Background: an optimization exercise with open tools, aiming at small area. Do not read the settings as production practice.
Function was checked by simulation only, so behaviour that the tests miss may differ from the original.
Power is estimated from default activity; no workload was simulated.

[design.v]
module mux(data1,data2,sel,dout
    );
	input [31:0]data1;
	input [31:0]data2;
	input sel;
	output [31:0]dout;
	assign dout = sel ? data1 : data2 ;
endmodule
module cla_4(
    input wire [3:0] p,
    input wire [3:0] g,
    input wire c_in,
    output [4:1] c,
    output gx,
    output px
);
    assign c[1] = p[0] & c_in | g[0];
    assign c[2] = p[1] & p[0] & c_in | p[1] & g[0] | g[1];
    assign c[3] = p[2] & p[1] & p[0] & c_in | p[2] & p[1] & g[0] | p[2] & g[1] | g[2];
    assign c[4] = gx | px & c_in;
    assign px = p[3] & p[2] & p[1] & p[0];
    assign gx = g[3] | p[3] & g[2] | p[3] & p[2] & g[1] | p[3] & p[2] & p[1] & g[0];
endmodule
module cla_adder32(
    input wire [31:0] A,
    input wire [31:0] B,
    input wire cin,
    output wire [31:0] result,
    output wire cout
);
    wire [31:0] TAG = A & B;
    wire [31:0] TAP = A | B;
    wire [32:1] TAC;
    wire [15:0] TAG_0;
    wire [15:0] TAP_0;
    wire [3:0] TAG_1;
    wire [3:0] TAP_1;
    wire [8:1] TAC_1;
    wire [4:1] TAC_2;
    assign result = A ^ B ^ {TAC[31:1], cin};  
    cla_4 cla_0_0(.p(TAP[3:0]), .g(TAG[3:0]), .c_in(cin), .c(TAC[4:1]), .gx(TAG_0[0]), .px(TAP_0[0]));
    cla_4 cla_0_1(.p(TAP[7:4]), .g(TAG[7:4]), .c_in(TAC_1[1]), .c(TAC[8:5]), .gx(TAG_0[1]), .px(TAP_0[1]));
    cla_4 cla_0_2(.p(TAP[11:8]), .g(TAG[11:8]), .c_in(TAC_1[2]), .c(TAC[12:9]), .gx(TAG_0[2]), .px(TAP_0[2]));
    cla_4 cla_0_3(.p(TAP[15:12]), .g(TAG[15:12]), .c_in(TAC_1[3]), .c(TAC[16:13]), .gx(TAG_0[3]), .px(TAP_0[3]));
    cla_4 cla_0_4(.p(TAP[19:16]), .g(TAG[19:16]), .c_in(TAC_1[4]), .c(TAC[20:17]), .gx(TAG_0[4]), .px(TAP_0[4]));
    cla_4 cla_0_5(.p(TAP[23:20]), .g(TAG[23:20]), .c_in(TAC_1[5]), .c(TAC[24:21]), .gx(TAG_0[5]), .px(TAP_0[5]));
    cla_4 cla_0_6(.p(TAP[27:24]), .g(TAG[27:24]), .c_in(TAC_1[6]), .c(TAC[28:25]), .gx(TAG_0[6]), .px(TAP_0[6]));
    cla_4 cla_0_7(.p(TAP[31:28]), .g(TAG[31:28]), .c_in(TAC_1[7]), .c(TAC[32:29]), .gx(TAG_0[7]), .px(TAP_0[7]));
    cla_4 cla_1_0(.p(TAP_0[3:0]), .g(TAG_0[3:0]), .c_in(cin), .c(TAC_1[4:1]), .gx(TAG_1[0]), .px(TAP_1[0]));
    cla_4 cla_1_1(.p(TAP_0[7:4]), .g(TAG_0[7:4]), .c_in(TAC_2[1]), .c(TAC_1[8:5]), .gx(TAG_1[1]), .px(TAP_1[1]));
    cla_4 cla_1_2(.p(TAP_0[11:8]), .g(TAG_0[11:8]), .c_in(TAC_2[2]), .c(), .gx(TAG_1[2]), .px(TAP_1[2]));
    cla_4 cla_1_3(.p(TAP_0[15:12]), .g(TAG_0[15:12]), .c_in(TAC_2[3]), .c(), .gx(TAG_1[3]), .px(TAP_1[3]));
    cla_4 cla_2_0(.p(TAP_1[3:0]), .g(TAG_1[3:0]), .c_in(cin), .c(TAC_2[4:1]), .gx(), .px());
    assign cout = TAC[32];
endmodule
module Adder(
    input wire [31:0] A,
    input wire [31:0] B,
    input wire Cin,
    input wire [3:0] ALU_CTL,
    output wire ADD_carry,
    output wire ADD_OverFlow,
    output wire ADD_zero,
    output wire [31:0] ADD_result
);
    cla_adder32 cla_adder32_inst1(
        .A(A),
        .B(B),
        .cin(Cin),
        .cout(ADD_carry),
        .result(ADD_result)
    );  
    assign ADD_zero = ~(|ADD_result);  
    assign ADD_OverFlow = 
                            ((ALU_CTL == 4'b0001) & ~A[31] & ~B[31] & ADD_result[31])   
                            | ((ALU_CTL == 4'b0001) & A[31] & B[31] & ~ADD_result[31])  
                            | ((ALU_CTL == 4'b0011) & A[31] & ~B[31] & ~ADD_result[31])  
                            | ((ALU_CTL == 4'b0011) & ~A[31] & B[31] & ADD_result[31]);  
endmodule
module logic_unit(
    input wire [31:0] ALU_DA,
    input wire [31:0] ALU_DB,
    input wire [1:0] Logicctr,
    output reg [31:0] logic_result
);
    always @(*) begin
        case(Logicctr)
            2'b00: logic_result = ALU_DA & ALU_DB;   
            2'b01: logic_result = ALU_DA | ALU_DB;   
            2'b10: logic_result = ALU_DA ^ ALU_DB;   
            2'b11: logic_result = ~(ALU_DA | ALU_DB);  
        endcase
    end
endmodule
module Shifter(
    input wire [31:0] ALU_DA,
    input wire [4:0] ALU_SHIFT,
    input wire [1:0] Shiftctr,
    output reg [31:0] shift_result
);
    wire [5:0] shift_n = 6'd32 - ALU_SHIFT;
    always @(*) begin
        case(Shiftctr)
            2'b00: shift_result = ALU_DA << ALU_SHIFT;  
            2'b01: shift_result = ALU_DA >> ALU_SHIFT;  
            2'b10: shift_result = ({32{ALU_DA[31]}} << shift_n) | (ALU_DA >> ALU_SHIFT);  
            default: shift_result = ALU_DA;
        endcase
    end
endmodule
module alu(
    input wire [31:0] ALU_DA,
    input wire [31:0] ALU_DB,
    input wire [3:0] ALU_CTL,
    output wire ALU_ZERO,
    output wire ALU_OverFlow,
    output wire [31:0] ALU_DC
);
    wire SUBctr = (~ALU_CTL[3] & ~ALU_CTL[2] & ALU_CTL[1]) | (ALU_CTL[3] & ~ALU_CTL[2]);
    wire [1:0] Opctr = ALU_CTL[3:2];
    wire Ovctr = ALU_CTL[0] & ~ALU_CTL[3] & ~ALU_CTL[2];
    wire SIGctr = ALU_CTL[0];
    wire [1:0] Logicctr = ALU_CTL[1:0];
    wire [1:0] Shiftctr = ALU_CTL[1:0];
    wire [31:0] logic_result;
    wire [31:0] shift_result;
    wire ADD_carry, ADD_OverFlow;
    wire [31:0] ADD_result;
    logic_unit logic_u (
        .ALU_DA(ALU_DA),
        .ALU_DB(ALU_DB),
        .Logicctr(Logicctr),
        .logic_result(logic_result)
    );
    Shifter shifter (
        .ALU_DA(ALU_DA),
        .ALU_SHIFT(ALU_DB[4:0]),
        .Shiftctr(Shiftctr),
        .shift_result(shift_result)
    );
    Adder adder (
        .A(ALU_DA),
        .B(SUBctr ? ~ALU_DB : ALU_DB),
        .Cin(SUBctr),
        .ALU_CTL(ALU_CTL),
        .ADD_carry(ADD_carry),
        .ADD_OverFlow(ADD_OverFlow),
        .ADD_zero(ALU_ZERO),
        .ADD_result(ADD_result)
    );
    assign ALU_OverFlow = ADD_OverFlow & Ovctr;
    wire LESS_M1 = ADD_carry ^ SUBctr;
    wire LESS_M2 = (ALU_DA[31] ^ ALU_DB[31]) ? ALU_DA[31] : ADD_result[31];
    wire LESS_S = (SIGctr == 1'b0) ? LESS_M1 : LESS_M2;
    wire [31:0] SLT_result = (LESS_S) ? 32'h00000001 : 32'h00000000;
    reg [31:0] ALU_DC_internal;
    always @(*) begin
        case(Opctr)
            2'b00: ALU_DC_internal = ADD_result;
            2'b01: ALU_DC_internal = logic_result;
            2'b10: ALU_DC_internal = SLT_result;
            2'b11: ALU_DC_internal = shift_result; 
        endcase
    end
    assign ALU_DC = ALU_DC_internal;
endmodule
module branch_judge(
  input 	wire	beq,
  input 	wire	bne,
  input 	wire	blt,
  input 	wire	bge,
  input 	wire	bltu,
  input 	wire	bgeu,
  input 	wire	jal,
  input 	wire	jalr,
  input 	wire	zero,
  input 	wire	ALU_result_sig,
  output jump_flag
);
  assign jump_flag = 	jal | jalr |
						(beq && zero)|
						(bne && (!zero))|
						(blt && ALU_result_sig)|
						(bge && (!ALU_result_sig))|
						(bltu && ALU_result_sig)|
						(bgeu && (!ALU_result_sig));
endmodule
module instr_decode(
	input [31:0]instr,
	output [6:0]opcode,
	output [2:0]func3,
	output func7,
	output [4:0]Rs1,
	output [4:0]Rs2,
	output [4:0]Rd,
	output [31:0]imme
	 );
	wire I_type;
	wire U_type;
	wire J_type;
	wire B_type;
	wire S_type;
	wire [31:0]I_imme;
	wire [31:0]U_imme;
	wire [31:0]J_imme;
	wire [31:0]B_imme;
	wire [31:0]S_imme;
	assign opcode=instr[6:0];
	assign func3=instr[14:12];
	assign func7=instr[30];
	assign Rs1=instr[19:15];
	assign Rs2=instr[24:20];
	assign Rd =instr[11:7];
	assign I_type=(instr[6:0]==7'b1100111) | (instr[6:0]==7'b0000011) | (instr[6:0]==7'b0010011);
	assign U_type=(instr[6:0]==7'b0110111) | (instr[6:0]==7'b0010111);
	assign J_type=(instr[6:0]==7'b1101111);
	assign B_type=(instr[6:0]==7'b1100011);
	assign S_type=(instr[6:0]==7'b0100011);
	assign I_imme={{20{instr[31]}},instr[31:20]}; 
	assign U_imme={instr[31:12],{12{1'b0}}};
	assign J_imme={{12{instr[31]}},instr[19:12],instr[20],instr[30:21],1'b0};   
	assign B_imme={{20{instr[31]}},instr[7],instr[30:25],instr[11:8],1'b0};
	assign S_imme={{20{instr[31]}},instr[31:25],instr[11:7]}; 
	assign imme= I_type?I_imme :
				 U_type?U_imme :
				 J_type?J_imme :
				 B_type?B_imme :
				 S_type?S_imme : 32'd0;
endmodule
module registers(
	clk,
	rst_n,
	W_en,
	Rs1,
	Rs2,
	Rd,
	Wr_data,
	Rd_data1,
	Rd_data2
    );
	input clk;
	input rst_n;
	input W_en;
	input [4:0]Rs1;
	input [4:0]Rs2;
	input [4:0]Rd;
	input [31:0]Wr_data;
	output [31:0]Rd_data1;
	output [31:0]Rd_data2;
	reg [31:0] regs [31:0];
	always@(posedge clk )
		begin
			if(!rst_n)
				begin
					regs[0]<=32'd0;
					regs[1]<=32'd0;
					regs[2]<=32'd0;
					regs[3]<=32'd0;
					regs[4]<=32'd0;
					regs[5]<=32'd0;
					regs[6]<=32'd0;
					regs[7]<=32'd0;
					regs[8]<=32'd0;
					regs[9]<=32'd0;
					regs[10]<=32'd0;
					regs[11]<=32'd0;
					regs[12]<=32'd0;
					regs[13]<=32'd0;
					regs[14]<=32'd0;
					regs[15]<=32'd0;
					regs[16]<=32'd0;
					regs[17]<=32'd0;
					regs[18]<=32'd0;
					regs[19]<=32'd0;
					regs[20]<=32'd0;
					regs[21]<=32'd0;
					regs[22]<=32'd0;
					regs[23]<=32'd0;
					regs[24]<=32'd0;
					regs[25]<=32'd0;
					regs[26]<=32'd0;
					regs[27]<=32'd0;
					regs[28]<=32'd0;
					regs[29]<=32'd0;
					regs[30]<=32'd0;
					regs[31]<=32'd0;
				end
			else if(W_en & (Rd!=0))
					regs[Rd]<=Wr_data;	
		end
	assign Rd_data1=(Rs1==5'd0)?32'd0: regs[Rs1];
	assign Rd_data2=(Rs2==5'd0)?32'd0: regs[Rs2];
endmodule
module pc_reg(
	clk,
	rst_n,
	pc_new,
	pc_out
    );
	input clk;
	input rst_n;
	input [31:0]pc_new;
	output reg [31:0]pc_out;
	always@(posedge clk or negedge rst_n)
	begin
		if(!rst_n)
			pc_out<=32'd0;
		else
			pc_out<=pc_new;
	end	
endmodule
module control(
	input 	 wire	[6:0]	opcode,
	input 	 wire	[2:0]	func3,
	input 	 wire	func7,
	output   wire	MemRead,
	output   wire	MemtoReg,
	output   wire	MemWrite,
	output   wire	ALUSrc,
	output   wire	RegWrite,
	output   wire	lui,
	output   wire	U_type,
	output   wire	jal,
	output   wire	jalr,
	output   wire	beq,
	output   wire	bne,
	output   wire	blt,
	output   wire	bge,
	output   wire	bltu,
	output   wire	bgeu,
	output   wire	[2:0]	RW_type,
	output   wire	[3:0]	ALUctl
);
	wire [1:0]ALUop;
	main_control main_control_inst(
	.opcode(opcode),
	.func3(func3),
	.MemRead(MemRead),
	.MemtoReg(MemtoReg),
	.ALUop(ALUop),
	.MemWrite(MemWrite),
	.ALUSrc(ALUSrc),
	.RegWrite(RegWrite),
	.lui(lui),
	.U_type(U_type),
	.jal(jal),
	.jalr(jalr),
	.beq(beq),
	.bne(bne),
	.blt(blt),
	.bge(bge),
	.bltu(bltu),
	.bgeu(bgeu),
	.RW_type(RW_type)
    );
	alu_control alu_control_inst(
	.ALUop(ALUop),
	.func3(func3),
	.func7(func7),
	.ALUctl(ALUctl)
    );
endmodule
module main_control(
	input 	wire	[6:0]	opcode,
	input 	wire	[2:0]	func3,
	output  wire	 		MemRead,
	output  wire 			MemtoReg,
	output  wire 	[1:0]	ALUop,
	output  wire 			MemWrite,
	output  wire 			ALUSrc,
	output  wire 			RegWrite,
	output  wire 			lui,
	output  wire 			U_type,
	output  wire			jal,
	output  wire 			jalr,
	output  wire 			beq,
	output  wire 			bne,
	output  wire 			blt,
	output  wire 			bge,
	output  wire 			bltu,
	output  wire 			bgeu,
	output  wire 	[2:0]	RW_type
);
	wire branch;
	wire R_type;
	wire I_type;
	wire load;
	wire store;
	wire auipc;
	assign branch=(opcode==7'b1100011)?1'b1:1'b0;
	assign R_type=(opcode==7'b0110011)?1'b1:1'b0;
	assign I_type=(opcode==7'b0010011)?1'b1:1'b0;
	assign U_type=(lui | auipc)? 1'b1:1'b0;
	assign load=(opcode==7'b0000011)?1'b1:1'b0;
	assign store=(opcode==7'b0100011)?1'b1:1'b0;
	assign jal=(opcode==7'b1101111)?1'b1:1'b0;
	assign jalr=(opcode==7'b1100111)?1'b1:1'b0;
	assign lui=(opcode==7'b0110111)?1'b1:1'b0;
	assign auipc=(opcode==7'b0010111)?1'b1:1'b0;
	assign beq= branch & (func3==3'b000);
	assign bne= branch & (func3==3'b001);
	assign blt= branch & (func3==3'b100);
	assign bge= branch & (func3==3'b101);
	assign bltu= branch & (func3==3'b110);
	assign bgeu= branch & (func3==3'b111);
	assign RW_type=func3;
	assign MemRead= load;
	assign MemWrite= store;
	assign RegWrite= jal| jalr | load | I_type |R_type | U_type;
	assign ALUSrc=load | store |I_type | jalr;
	assign MemtoReg= load;
	assign ALUop[1]= R_type|branch;
	assign ALUop[0]= I_type|branch;
endmodule
module alu_control(
	input 	wire	[1:0]	ALUop,
	input 	wire	[2:0]	func3,
	input 	wire			func7,
	output 	wire	[3:0]	ALUctl
    );
	wire [3:0]branchop;
	reg  [3:0]RIop;
	assign branchop=(func3[2] & func3[1])? 4'b1000 : (func3[2] ^ func3[1])? 4'b1001 : 4'b0011;
	always@(*)
	begin
		case(func3)
			3'b000: if(ALUop[1] & func7)
					RIop=4'b0011;
					else              
					RIop=4'b0001;
			3'b001: RIop=4'b1100;
			3'b010: RIop=4'b1001;
			3'b011: RIop=4'b1000;
			3'b100: RIop=4'b0110;
			3'b101: if(func7)
					RIop=4'b1110;
					else
					RIop=4'b1101;
			3'b110: RIop=4'b0101;
			3'b111: RIop=4'b0100;
			default:RIop=4'b0001;
		endcase
	end
	assign ALUctl=(ALUop[1]^ALUop[0])? RIop:(ALUop[1]&ALUop[0])?branchop:4'b0001;
endmodule
module datapath(
	input 	clk,
	input   rst_n,
	input   [31:0]instr,
	input   MemtoReg,
	input   ALUSrc,
	input   RegWrite,
	input   lui,
	input   U_type,
	input   jal,
	input   jalr,
	input   beq,
	input   bne,
	input   blt,
	input   bge,
	input   bltu,
	input   bgeu,
	input   [3:0]ALUctl,
	input [31:0]Rd_mem_data,
	output  [7:0]rom_addr,
	output [31:0]Wr_mem_data,
	output [31:0]ALU_result,
	output [6:0]opcode,
	output [2:0]func3,
	output func7
    );
	wire [4:0]Rs1;
	wire [4:0]Rs2;
	wire [4:0]Rd;
	wire [31:0]imme;
	wire [31:0] Wr_reg_data;
	wire [31:0] Rd_data1;
	wire [31:0] Rd_data2;
	wire zero;
	wire [31:0]pc_order;
	wire [31:0]pc_jump;
	wire   [31:0]pc_new;
	wire [31:0]pc_out;
	wire jump_flag;
	wire [31:0]ALU_DB;
	wire [31:0]WB_data;
	wire reg_sel;
	wire [31:0]Wr_reg_data1;
	wire [31:0]Wr_reg_data2;
	wire [31:0]pc_jump_order;
	wire [31:0]pc_jalr;
	wire ALU_result_sig;
	assign reg_sel=jal | jalr ;
	assign Wr_mem_data=Rd_data2;
	assign rom_addr=pc_out[9:2];
	assign pc_jalr={ALU_result[31:1],1'b0};
	assign ALU_result_sig=ALU_result[0];
	pc_reg pc_reg_inst (
    .clk(clk), 
    .rst_n(rst_n), 
    .pc_new(pc_new), 
    .pc_out(pc_out)
    );
	instr_decode instr_decode_inst (
    .instr(instr), 
    .opcode(opcode), 
    .func3(func3), 
    .func7(func7), 
    .Rs1(Rs1), 
    .Rs2(Rs2), 
    .Rd(Rd), 
    .imme(imme)
    );
    registers registers_inst (
    .clk(clk), 
	.rst_n(rst_n), 
    .W_en(RegWrite), 
    .Rs1(Rs1), 
    .Rs2(Rs2), 
    .Rd(Rd), 
    .Wr_data(Wr_reg_data), 
    .Rd_data1(Rd_data1), 
    .Rd_data2(Rd_data2)
    );
	alu alu_inst (
    .ALU_DA(Rd_data1), 
    .ALU_DB(ALU_DB), 
    .ALU_CTL(ALUctl), 
    .ALU_ZERO(zero), 
    .ALU_OverFlow(), 
    .ALU_DC(ALU_result)
    );
	branch_judge branch_judge_inst (
    .beq(beq), 
    .bne(bne), 
    .blt(blt), 
    .bge(bge), 
    .bltu(bltu), 
    .bgeu(bgeu), 
    .jal(jal), 
    .jalr(jalr), 
    .zero(zero), 
    .ALU_result_sig(ALU_result_sig), 
    .jump_flag(jump_flag)
    );
	cla_adder32 pc_adder_4 (
    .A(pc_out), 
    .B(32'd4), 
    .cin(1'd0), 
    .result(pc_order), 
    .cout()
    );
	cla_adder32 pc_adder_imme (
    .A(pc_out), 
    .B(imme), 
    .cin(1'd0), 
    .result(pc_jump), 
    .cout()
    );
	mux pc_mux (
    .data1(pc_jump), 
    .data2(pc_order), 
    .sel(jump_flag), 
    .dout(pc_jump_order)
    );
	mux pc_jalr_mux (
    .data1(pc_jalr), 
    .data2(pc_jump_order), 
    .sel(jalr), 
    .dout(pc_new)
    );
	mux ALU_data_mux (
    .data1(imme), 
    .data2(Rd_data2), 
    .sel(ALUSrc), 
    .dout(ALU_DB)
    );
	mux WB_data_mux (
    .data1(Rd_mem_data), 
    .data2(ALU_result), 
    .sel(MemtoReg), 
    .dout(WB_data)
    );
	mux jalr_mux (
    .data1(pc_order), 
    .data2(WB_data), 
    .sel(reg_sel), 
    .dout(Wr_reg_data2)
    );
	mux lui_mux (
    .data1(imme), 
    .data2(pc_jump), 
    .sel(lui), 
    .dout(Wr_reg_data1)
    );
	mux Wr_reg_mux (
    .data1(Wr_reg_data1), 
    .data2(Wr_reg_data2), 
    .sel(U_type), 
    .dout(Wr_reg_data)
    );
endmodule
module riscv(
	input clk,
	input rst_n,
	input [31:0]instr,
	input [31:0]Rd_mem_data,
	output [7:0]rom_addr,
	output [31:0]Wr_mem_data,
	output W_en,
	output R_en,
	output [31:0]ram_addr,
	output [2:0]RW_type
    );
	wire [6:0]opcode;
	wire [2:0]func3;
	wire func7;
	wire MemtoReg;
	wire ALUSrc;
	wire RegWrite;
	wire lui;
	wire U_type;
	wire jal;
	wire jalr;
	wire beq;
	wire bne;
	wire blt;
	wire bge;
	wire bltu;
	wire bgeu;
	wire [3:0]ALUctl;
	control control_inst (
    .opcode(opcode), 
    .func3(func3), 
    .func7(func7), 
    .MemRead(R_en), 
    .MemtoReg(MemtoReg), 
    .MemWrite(W_en), 
    .ALUSrc(ALUSrc), 
    .RegWrite(RegWrite), 
	.lui(lui),
	.U_type(U_type),
    .jal(jal), 
    .jalr(jalr), 
    .beq(beq), 
    .bne(bne), 
    .blt(blt), 
    .bge(bge), 
    .bltu(bltu), 
    .bgeu(bgeu), 
    .RW_type(RW_type), 
    .ALUctl(ALUctl)
    );
	datapath datapath_inst (
    .clk(clk), 
    .rst_n(rst_n), 
    .instr(instr), 
    .MemtoReg(MemtoReg), 
    .ALUSrc(ALUSrc), 
    .RegWrite(RegWrite), 
	.lui(lui),
	.U_type(U_type),
    .jal(jal), 
    .jalr(jalr), 
    .beq(beq), 
    .bne(bne), 
    .blt(blt), 
    .bge(bge), 
    .bltu(bltu), 
    .bgeu(bgeu), 
    .ALUctl(ALUctl), 
    .Rd_mem_data(Rd_mem_data), 
    .rom_addr(rom_addr), 
    .Wr_mem_data(Wr_mem_data),
	.ALU_result(ram_addr),
	.opcode(opcode),
	.func3(func3),
	.func7(func7)
    );
endmodule
[run.sh]
#!/bin/bash
# synth_recipe.tcl (not shown) runs the flow's synth.tcl, then flattens the netlist and writes it again
# the make line also repeats each setting of config.mk as NAME=value (left out here)
make -C /OpenROAD-flow-scripts/flow DESIGN_CONFIG=/design/flow/config.mk WORK_HOME=/design/flow/orfs CLKGATE_MAP_FILE= SYNTH_SCRIPT=/design/flow/synth_recipe.tcl finish
[config.mk]
export PLATFORM = sky130hd
export DESIGN_NAME = riscv
export DESIGN_NICKNAME = riscv
export VERILOG_FILES = /design/flow/design.v
export SDC_FILE = /design/flow/constraint.sdc
export NUM_CORES = 4
export LEC_CHECK = 0
export CAP_MARGIN = 20
export CORE_MARGIN = 2
export CORE_UTILIZATION = 40
export SETUP_SLACK_MARGIN = 0.2
export SLEW_MARGIN = 20
[constraint.sdc]
create_clock -name core_clock -period 10.0 [get_ports {clk}]
set_input_delay 2.0000 -clock core_clock [delete_from_list [all_inputs] [get_ports {clk}]]
set_output_delay 2.0000 -clock core_clock [all_outputs]
set_load 0.01 [all_outputs]
==> impl_results.md <==
* Worst ir drop on vdd at between 0.15 and 0.2 mV
* Core area at 168000 µm²
* Instance area at placement at about 76000 µm²
* Worst Tran Pin Value at 1.21 ns
* Sequential share of the synthesized area at ~47%
* Unrepaired setup endpoints after global routing: true
* Post-route clock skew at 0.0597 ns
* Hold buffer count at cts at 0
* Global router's overall resource usage at 35.8%
* CTS tree: done
* Critical-path maximum fanout at 29
* Critical path endpoint category: primary output
* Pre-CTS setup slack at -1.30 ns
* Synthesized instance count at 5923
* Status: finished clean
* Min-delay worst type: reg -> reg
* Clock period minus worst slack at 9.77 ns
* Detailed-route vias per instance at 6.61
* Post-layout worst setup margin at 0.228 ns
* Final setup violation count at 0
* Syn Std Cell Area at 67600 µm²
* Total vias in the final route at 57700
* Headroom to the max-slew limit at 19.4%
* Most used DFF post-synth: sky130_fd_sc_hd__edfxtp_1
* Starting utilization of the core area at 40.4%
* TritonCTS Buffers at 112
* DIE HEIGHT at approximately 420 µm
* Number of buffers on the longest clock path at 3
* Residual DRC at 0
* Die area at 172000 µm²
* Overflow after GRT at 0
* Initial antenna violation count at 8
* Die Width at 415 µm
* Detailed Routing Iterations Pass 1 at 8
* Wire length per cell after detailed routing at 36.2 µm
* Total count of max-transition violations in the final report at 0
* Pin count of the biggest net entering global routing at 69
* Arrival time at the worst endpoint at 7.77 ns
* Wire length of the first global-routing pass at 436000 µm
* Reported leakage power at 30.7 nW
* Warnings, synthesis at 6
* Max-cap viol count at 0
* Share of synthesized registers carrying an async set or reset at 3.03%
* Final routed wirelength across all metal layers at 316000 µm
* H-tree lvl count at 3
* FILL cells at 15100
* Flip-flop and latch count after synthesis at around 1100
* Most common cell after layout, fill and taps aside: sky130_fd_sc_hd__nor2_1
* Final Core Density at between 40% and 50%
* Worst-case hold slack at around 0.56 ns
* Pwr Density at 180 nW/µm²
* Non-Filler Cell Area, Final at 80400 µm²
* Number of input and output port buffers inserted at 142
* Final period util at between 90% and 100%
* Most frequent cells in the layout: sky130_fd_sc_hd__nor2_1, sky130_fd_sc_hd__edfxtp_1, sky130_fd_sc_hd__buf_4
* Worst-skew pair later-pin latency at between 0.7 and 0.8 ns
* Number of DRC violations after detailed-routing iteration 0 at 8776
* Number of enable flip-flop cells after synthesis at 1024
* Share of post-route cells with drive strength above 1 at 26.1%
* Achievable Freq at 0.102 GHz
* Routability Congestion at 1.01
* FP Rows at 150
* Average size of a mapped cell at 11.4 µm²
* Area grow syn2layout at 18.8%
* CTS sink count at 1056
* Detail Placement HPWL at about 210000 µm
* Crit path required time at approximately 8.0 ns
* Setup_tns at 0 ns
* Detail Route Antenna Nets at 0
* Startpoint type of the worst setup path: primary input
* Hold Vio Cnt, Final at 0
* Distinct cell type count after synthesis at between 100 and 150
* Clock edge transition at the registers on the reported setup and hold paths at around 0.070 ns
* Root Driver: sky130_fd_sc_hd__clkbuf_16
* Via count of the first global-routing pass at 56200
* Number of top-level pins at about 140
* CP Class: in -> out
* Net count reported at finish at 6693
cell families after synthesis:
kind of cell    Yosys count  share of synthesized area [%]
other cells               1                        0.00554
buf+inv                 769                           5.06
flops                  1056                           46.6
simple gates           1968                           12.6
mux                     810                           20.2
compound gates          999                           10.2
xor+xnor                118                           1.53
fa+ha+maj               202                           3.80
critical path, cell delays in order:
cell and delay, ns:
sky130_fd_sc_hd__buf_8 0.27, sky130_fd_sc_hd__buf_12 0.29, sky130_fd_sc_hd__buf_12 0.29, sky130_fd_sc_hd__buf_4 0.30
sky130_fd_sc_hd__mux4_2 0.53, sky130_fd_sc_hd__mux2_2 0.28, sky130_fd_sc_hd__nor4_1 0.70, sky130_fd_sc_hd__a311oi_1 0.26
sky130_fd_sc_hd__nand3_1 0.23, sky130_fd_sc_hd__nand3_1 0.13, sky130_fd_sc_hd__o21ai_2 0.15, sky130_fd_sc_hd__mux2i_1 0.18
sky130_fd_sc_hd__nor2b_1 0.17, sky130_fd_sc_hd__a2111oi_2 0.50, sky130_fd_sc_hd__buf_4 0.19, sky130_fd_sc_hd__a21oi_1 0.07
sky130_fd_sc_hd__or3_1 0.58, sky130_fd_sc_hd__clkdlybuf4s50_1 0.55
per-layer routing:
metal	routed length [µm]	track usage [%]	part of all wire, %	vias to the layer above
met1	111000	44.4	35	28700
met2	140000	54.9	44	4566
met3	39700	9.49	13	1200
li1	-	-	-	23200
met4	25700	23.7	8.1	6
met5	33	0	0.010	-
layout make-up:
type                    count  area, µm²  share of cell area [%]
diodes                      6       15.0                  0.0187
clock buffers             141       2910                    3.62
clock inverters            69        579                   0.721
inverters                 207        779                   0.970
multi-input cells        4129      33700                    41.9
flip-flops and latches   1056      31600                    39.2
well taps                2204       2760                    3.43
repair buffers            919       8110                    10.1
stage by stage:
step                power, mW  std cells
finish                   14.4       8731
detailed placement       10.2       8493
global placement         10.2       8493
global route             14.8       8726
floorplan                7.78       5954
CTS                      14.3       8710
cells in the mapped netlist, drive strengths merged, types with 13 or more instances:
library cell	n	share of area, %
a2111oi	13	0.23
a211o	21	0.27
a211oi	55	0.64
a21boi	15	0.17
a21o	22	0.24
a21oi	233	1.7
a221oi	57	0.77
a22oi	31	0.34
a311oi	14	0.18
a31oi	28	0.28
and2	30	0.28
and3	25	0.23
buf	216	2.0
clkbuf	346	1.9
dfrtp	32	1.2
edfxtp	1024	45
ha	196	3.6
inv	203	1.1
mux2	101	1.7
mux2i	278	4.1
mux4	431	14
nand2	354	2.0
nand2b	25	0.23
nand3	59	0.44
nand4	15	0.14
nor2	1100	6.1
nor2b	27	0.25
nor3	195	1.5
nor3b	17	0.20
nor4	40	0.40
o211ai	34	0.38
o21a	15	0.17
o21ai	190	1.4
o21bai	27	0.30
o221ai	53	0.69
o22ai	68	0.64
o31ai	18	0.20
or2	22	0.20
or3	21	0.20
xnor2	86	1.1
xor2	32	0.41
power breakdown:
part / internal [mW] / total [mW] / leakage (nW) / switching (mW)
Clock: 2.22 / 4.08 / 1.69 / 1.86
Combinational: 1.87 / 5.15 / 18.0 / 3.28
Sequential: 5.05 / 5.21 / 10.9 / 0.158
state kept, by name, indices dropped and copies added (netlist names):
register,flops
datapath_inst.pc_reg_inst.pc_out,32
datapath_inst.registers_inst.regs,1024
what timing repair did:
action | 4_1_cts | 5_1_grt
setup buffers | 5 | 10
pin swaps | 12 | 22
cloned | 2 | 5
endpoints found under the setup margin | 62 | 56
resized for setup | 41 | 67
path summary, 6_finish.rpt:
kind                                                                         start  slack [ns]  cells past startpoint                                         endpoint
setup / recovery                                                         instr[15]        0.23                     18                                     ram_addr[24]
hold / removal                     datapath_inst.pc_reg_inst.pc_out[0]$_DFFE_PN0P_        0.56                      2  datapath_inst.pc_reg_inst.pc_out[0]$_DFFE_PN0P_
setup reg to reg           datapath_inst.registers_inst.regs[31][11]$_SDFFCE_PN0P_        1.56                     34   datapath_inst.pc_reg_inst.pc_out[29]$_DFF_PN0_
hold reg to reg                    datapath_inst.pc_reg_inst.pc_out[0]$_DFFE_PN0P_        0.56                      2  datapath_inst.pc_reg_inst.pc_out[0]$_DFFE_PN0P_
max in group asynchronous                                                    rst_n        7.45                      2   datapath_inst.pc_reg_inst.pc_out[27]$_DFF_PN0_
min in group asynchronous                                                    rst_n        2.10                      2    datapath_inst.pc_reg_inst.pc_out[3]$_DFF_PN0_

## re-timing with driven ports
Ports are ideal in the flow. The routed layout listed here was re-timed in OpenROAD.
Step 1 assumes that a clkbuf_16 drives the clock port and a buf_2 every other input.
Step 2 moves the port delays by t, midway between the first and last clock arrival at a register: inputs arrive t later, outputs are due t later. That takes back most of the time a late clock gives input paths.
Slacks: no drivers / after step 1 / after step 2; pairs: no drivers / after step 1.
t, ns: 0.851
setup slack, ns: 0.228 / 0.088 / -0.589
worst slew at a driven data input, ns: 0.23
Met with ideal ports but missed after step 2: setup timing in this run. For this run, drivers alone change the setup slack by -0.140 ns; drivers and shift together by -0.817 ns.
